Context: an optimization exercise on an open-source flow, tuned for small area. The choices shown serve that exercise and are no tape-out recipe.
At most, simulation tests tie the RTL to the original design; equivalence was not proved.
No activity file was given, so power comes from the tool's default toggle rates.

==> run X <==
==> flow/design.v <==
module reverse (
    input  wire clk,
    input  wire rst_n,
    input  wire uart_rx,
    output wire uart_tx
);
    localparam [7:0] C_END   = 8'hff;
    localparam [7:0] C_BIT   = 8'ha0;
    localparam [7:0] C_SHORT = 8'haf;
    reg s1, s2;
    always @(posedge clk or negedge rst_n)
        if (!rst_n) begin
            s1 <= 1'b1;
            s2 <= 1'b1;
        end else begin
            s1 <= uart_rx;
            s2 <= s1;
        end
    reg [6:0] p;
    always @(posedge clk or negedge rst_n)
        if (!rst_n) p <= 7'd0;
        else        p <= p + 7'd1;
    reg       run;     
    reg [5:0] j;       
    reg [3:0] n;       
    reg [7:0] c;       
    reg       tx;
    wire       m   = j[5];
    wire [4:0] idx = j[4:0] ^ {5{m}};
    wire match = (p[6:4] == idx[3:1]) && (p[3] == idx[0]) && !p[2] &&
                 (p[1] == idx[0]) && (p[0] == idx[0]);
    wire go   = !run && match && (m || !s2);
    wire tick = run && (c == C_END);
    wire last = n[3] & n[0];   
    reg [127:0] ra, rb;
    wire we  = tick && !m && (n != 4'd0) && !last;
    wire tap = idx[4] ? rb[105] : ra[105];
    always @(posedge clk) begin
        ra <= {ra[126:0], (we && !idx[4]) ? s2 : ra[127]};
        rb <= {rb[126:0], (we &&  idx[4]) ? s2 : rb[127]};
    end
    always @(posedge clk) begin
        c <= {c[6:0], c[7] ^ c[5] ^ c[4] ^ c[3]};
        if (go) begin
            n <= 4'd0;
            c <= m ? C_BIT : C_SHORT;
        end else if (tick) begin
            n <= n + 4'd1;
            c <= C_BIT;
        end
    end
    always @(posedge clk or negedge rst_n) begin
        if (!rst_n) begin
            run <= 1'b0;
            j   <= 6'd0;
            tx  <= 1'b1;
        end else if (go) begin
            run <= 1'b1;
            if (m) tx <= 1'b0;
        end else if (tick) begin
            if (m) tx <= n[3] | tap;
            if (last) begin
                j   <= j + 6'd1;
                run <= 1'b0;
            end
        end
    end
    assign uart_tx = tx;
endmodule
==> flow/run.sh <==
#!/bin/bash
# synth_recipe.tcl (not shown) runs the flow's synth.tcl, then flattens the netlist and writes it again
# the make line also repeats each setting of config.mk as NAME=value (left out here)
make -C /OpenROAD-flow-scripts/flow DESIGN_CONFIG=/design/flow/config.mk WORK_HOME=/design/flow/orfs CLKGATE_MAP_FILE= SYNTH_SCRIPT=/design/flow/synth_recipe.tcl finish
==> flow/config.mk <==
export PLATFORM = sky130hd
export DESIGN_NAME = reverse
export DESIGN_NICKNAME = reverse
export VERILOG_FILES = /design/flow/design.v
export SDC_FILE = /design/flow/constraint.sdc
export NUM_CORES = 4
export LEC_CHECK = 0
export ABC_AREA = 0
export CAP_MARGIN = 20
export CORE_MARGIN = 2
export CORE_UTILIZATION = 75
export CTS_BUF_LIST = sky130_fd_sc_hd__clkbuf_8
export CTS_CLUSTER_DIAMETER = 50
export CTS_CLUSTER_SIZE = 20
export SLEW_MARGIN = 20
==> flow/constraint.sdc <==
create_clock -name core_clock -period 37.0 [get_ports {clk}]
set_input_delay 7.4000 -clock core_clock [delete_from_list [all_inputs] [get_ports {clk}]]
set_output_delay 7.4000 -clock core_clock [all_outputs]
set_load 0.01 [all_outputs]
==> inputs of run E, as changes to run X <==
--- a/flow/design.v
+++ b/flow/design.v
@@ -8,15 +8,11 @@
     localparam [7:0] C_BIT   = 8'ha0;
-    localparam [7:0] C_SHORT = 8'haf;
+    localparam [7:0] C_SHORT = 8'ha8;
     reg s1, s2;
-    always @(posedge clk or negedge rst_n)
-        if (!rst_n) begin
-            s1 <= 1'b1;
-            s2 <= 1'b1;
-        end else begin
-            s1 <= uart_rx;
-            s2 <= s1;
-        end
+    always @(posedge clk) begin
+        s1 <= uart_rx;
+        s2 <= s1;
+    end
     reg [6:0] p;
     always @(posedge clk or negedge rst_n)
-        if (!rst_n) p <= 7'd0;
+        if (!rst_n) p <= 7'd1;
         else        p <= p + 7'd1;
@@ -29,4 +25,3 @@
     wire [4:0] idx = j[4:0] ^ {5{m}};
-    wire match = (p[6:4] == idx[3:1]) && (p[3] == idx[0]) && !p[2] &&
-                 (p[1] == idx[0]) && (p[0] == idx[0]);
+    wire match = (p[6:4] == idx[3:1]) && (p[3:1] == 3'd0) && (p[0] == idx[0]);
     wire go   = !run && match && (m || !s2);
@@ -36,3 +31,3 @@
     wire we  = tick && !m && (n != 4'd0) && !last;
-    wire tap = idx[4] ? rb[105] : ra[105];
+    wire tap = idx[4] ? rb[84] : ra[84];
     always @(posedge clk) begin
==> flow/flow/run.sh (new file) <==
#!/bin/bash
# Standard ORFS layout (standard.sh), with these changes:
# - after the standard synthesis, the combinational logic between the
#   registers is re-mapped by ABC with an area-oriented script (remap.ys);
#   every register instance is kept as the standard synthesis made it (same
#   name, same cell), only the gates between them change;
# - clock tree: flip-flops clustered 20 to a clkbuf_8, no dummy loads;
# - the port buffers are buf_1 cells.
# Each tool's output goes to a log file of its own in this folder.
set -euo pipefail
W=$(pwd)
LIB=$FLOW_HOME/platforms/$FLOW_PLATFORM/lib/sky130_fd_sc_hd__tt_025C_1v80.lib
R=$W/orfs/results/$FLOW_PLATFORM/reverse/base
STD_ARGS=(
  "CTS_ARGS=-sink_clustering_enable -repair_clock_nets -sink_clustering_size 24 -sink_clustering_max_diameter 60 -buf_list {sky130_fd_sc_hd__clkbuf_8 sky130_fd_sc_hd__clkbuf_16} -dont_use_dummy_load"
  "BUFFER_PORTS_ARGS=-buffer_cell sky130_fd_sc_hd__buf_1"
)

bash standard.sh synth > $W/std_synth.log 2>&1

cp $R/1_2_yosys.v $W/remap_in.v
DU=$(grep -o 'cell ("sky130_fd_sc_hd__\(lpflow\|probe\)[^"]*")' $LIB | sed 's/cell ("\(.*\)")/-dont_use \1/' | tr '\n' ' ')
sed -e "s|@LIB@|$LIB|g" -e "s|@DU@|$DU|g" -e "s|@IN@|$W/remap_in.v|g" -e "s|@OUT@|$W/remap_out.v|g" \
    flow/remap.ys > $W/remap.ys
yosys -s $W/remap.ys > $W/remap.log 2>&1

# the registers must be the same instances as before
grep -E '^\s*sky130_fd_sc_hd__(df|edf|sdf|dl)\S* ' $W/remap_in.v | sort > $W/regs_in.txt
grep -E '^\s*sky130_fd_sc_hd__(df|edf|sdf|dl)\S* ' $W/remap_out.v | sort > $W/regs_out.txt
cmp $W/regs_in.txt $W/regs_out.txt

cp $W/remap_out.v $R/1_2_yosys.v
bash standard.sh "${STD_ARGS[@]}" finish > $W/std_finish.log 2>&1
==> flow/flow/remap.ys (new file) <==
# pass 1: cell functions from the library, the registers kept as black
# boxes; flatten the gates and re-map them with ABC
read_liberty -ignore_miss_func @LIB@
blackbox sky130_fd_sc_hd__df* sky130_fd_sc_hd__edf* sky130_fd_sc_hd__sdf* sky130_fd_sc_hd__dl*
read_verilog @IN@
hierarchy -top reverse
flatten
hierarchy -top reverse
opt -purge
abc -liberty @LIB@ @DU@ -script +strash;ifraig;dc2;dch,-f;amap;topo
opt_clean -purge
write_verilog -noattr -nohex -nodec @OUT@.pass1.v
design -reset
# pass 2: the same clean-up ORFS's synthesis ends with
read_liberty -lib @LIB@
read_verilog @OUT@.pass1.v
hierarchy -check -top reverse
splitnets
opt_clean -purge
hilomap -singleton -hicell sky130_fd_sc_hd__conb_1 HI -locell sky130_fd_sc_hd__conb_1 LO
insbuf -buf sky130_fd_sc_hd__buf_4 A X
rename -hide w:*$func$*
check -assert -mapped
tee -o @OUT@.stat stat -liberty @LIB@
write_verilog -noattr -nohex -nodec @OUT@
==> flow/standard.sh (new file) <==
#!/bin/bash
# synth_recipe.tcl (not shown) runs the flow's synth.tcl, then flattens the netlist and writes it again
# the make line also repeats each setting of config.mk as NAME=value (left out here)
make -C /OpenROAD-flow-scripts/flow DESIGN_CONFIG=/design/flow/config.mk WORK_HOME=/design/flow/orfs CLKGATE_MAP_FILE= SYNTH_SCRIPT=/design/flow/synth_recipe.tcl "${@:-finish}"
--- a/flow/config.mk
+++ b/flow/config.mk
@@ -10,6 +10,6 @@
 export CORE_MARGIN = 2
-export CORE_UTILIZATION = 75
+export CORE_UTILIZATION = 70
 export CTS_BUF_LIST = sky130_fd_sc_hd__clkbuf_8
 export CTS_CLUSTER_DIAMETER = 50
-export CTS_CLUSTER_SIZE = 20
+export CTS_CLUSTER_SIZE = 16
 export SLEW_MARGIN = 20
removed: flow/run.sh
==> inputs of run Y, as changes to run X <==
--- a/flow/design.v
+++ b/flow/design.v
@@ -9,2 +9,5 @@
     localparam [7:0] C_SHORT = 8'haf;
+    localparam [1:0] S_HUNT = 2'd0;   
+    localparam [1:0] S_ALN  = 2'd1;   
+    localparam [1:0] S_BITS = 2'd2;   
     reg s1, s2;
@@ -22,3 +25,3 @@
         else        p <= p + 7'd1;
-    reg       run;     
+    reg [1:0] st;
     reg [5:0] j;       
@@ -31,4 +34,3 @@
                  (p[1] == idx[0]) && (p[0] == idx[0]);
-    wire go   = !run && match && (m || !s2);
-    wire tick = run && (c == C_END);
+    wire tick = (st == S_BITS) && (c == C_END);
     wire last = n[3] & n[0];   
@@ -43,3 +45,3 @@
         c <= {c[6:0], c[7] ^ c[5] ^ c[4] ^ c[3]};
-        if (go) begin
+        if (st == S_ALN && match) begin
             n <= 4'd0;
@@ -53,14 +55,20 @@
         if (!rst_n) begin
-            run <= 1'b0;
-            j   <= 6'd0;
-            tx  <= 1'b1;
-        end else if (go) begin
-            run <= 1'b1;
-            if (m) tx <= 1'b0;
-        end else if (tick) begin
-            if (m) tx <= n[3] | tap;
-            if (last) begin
-                j   <= j + 6'd1;
-                run <= 1'b0;
-            end
+            st <= S_HUNT;
+            j  <= 6'd0;
+            tx <= 1'b1;
+        end else begin
+            case (st)
+                S_HUNT: if (!s2) st <= S_ALN;
+                S_ALN: if (match) begin
+                    st <= S_BITS;
+                    if (m) tx <= 1'b0;
+                end
+                default: if (tick) begin
+                    if (m) tx <= n[3] | tap;
+                    if (last) begin
+                        j  <= j + 6'd1;
+                        st <= (j[4:0] == 5'd31) ^ m ? S_ALN : S_HUNT;
+                    end
+                end
+            endcase
         end
==> flow/config.mk (replaced) <==
export PLATFORM = sky130hd
export DESIGN_NAME = reverse
export DESIGN_NICKNAME = reverse
export VERILOG_FILES = /design/flow/design.v
export SDC_FILE = /design/flow/constraint.sdc
export NUM_CORES = 4
export LEC_CHECK = 0
export ABC_AREA = 1
export CAP_MARGIN = 20
export CORE_MARGIN = 2
export CORE_UTILIZATION = 60
export CTS_BUF_LIST = sky130_fd_sc_hd__clkbuf_16
export CTS_CLUSTER_DIAMETER = 80
export CTS_CLUSTER_SIZE = 36
export SLEW_MARGIN = 20
==> results.txt <==
Part of the total power dissipated in sequential elements: run E 67.0%; run X 69.4%; run Y 66.7%
Clock-cell share of area: run E 5.04%; run X 4.32%; run Y 5.28%
Worst slack after detailed placement: run E 28950 ps; run X 28560 ps; run Y 28550 ps
Internal: run E 0.000372 W; run X 0.000357 W; run Y 0.000375 W
Simple-gate portion of the synthesized area: run E -; run X 3.58%; run Y 6.46%
Vias in the first global route: run E 2535; run X 2713; run Y 2626
Core Region: run E 8720 µm²; run X 8300 µm²; run Y 10800 µm²
Number of standard cells after synthesis: run E 390; run X 376; run Y 456
Global-route wire length before repair: run E 13300 µm; run X 14100 µm; run Y 12500 µm
Worst Tran Pin Value: run E 782 ps; run X 940 ps; run Y 816 ps
FF-to-FF End: run E n[0]; run X n[3]; run Y c[0]
Run status: run E timing/DRC/antenna clean; run X timing/DRC/antenna clean; run Y timing/DRC/antenna clean
Highest clock frequency the design can meet: run E 117 MHz; run X 111 MHz; run Y 112 MHz
Async set-reset flop share out of synthesis: run E -; run X 5.96%; run Y 6.29%
Mux contribution to synthesized area: run E -; run X 1.16%; run Y 0%
Worst stage delay on the critical path: run E 540 ps; run X 560 ps; run Y 550 ps
Clock period minus final worst setup slack: run E 8570 ps; run X 8990 ps; run Y 8940 ps
Clk network pwr share: run E 32.9%; run X 30.5%; run Y 33.2%
Clk latency of the worst-skew pair: run E 500 ps; run X 510 ps; run Y 470 ps
No functional check of the RTL was part of run X and run Y.

==> re-timing with driven ports <==
The results above use ideal ports. As a check the final layouts listed here were re-extracted and re-timed, cells and wires unchanged.
Step 1: set_driving_cell puts a clkbuf_16 on clk and a buf_2 on each other input, an assumption about the parent block.
Step 2 also shifts input and output timing later by t, the mid clock arrival at the registers, as if the neighbouring blocks saw the same clock.
a / b / c = no drivers / after step 1 / after step 2; a / b = the first two.
run	t (ns)	setup WS [ns]	latest minus earliest clock arrival (ns)
run X	0.528	28.011 / 27.981 / 28.509	0.025 / 0.026
run E	0.518	28.430 / 28.399 / 28.917	0.023 / 0.022
run Y	0.492	28.061 / 28.025 / 28.518	0.035 / 0.035
After both steps setup and hold are still met in every run listed.
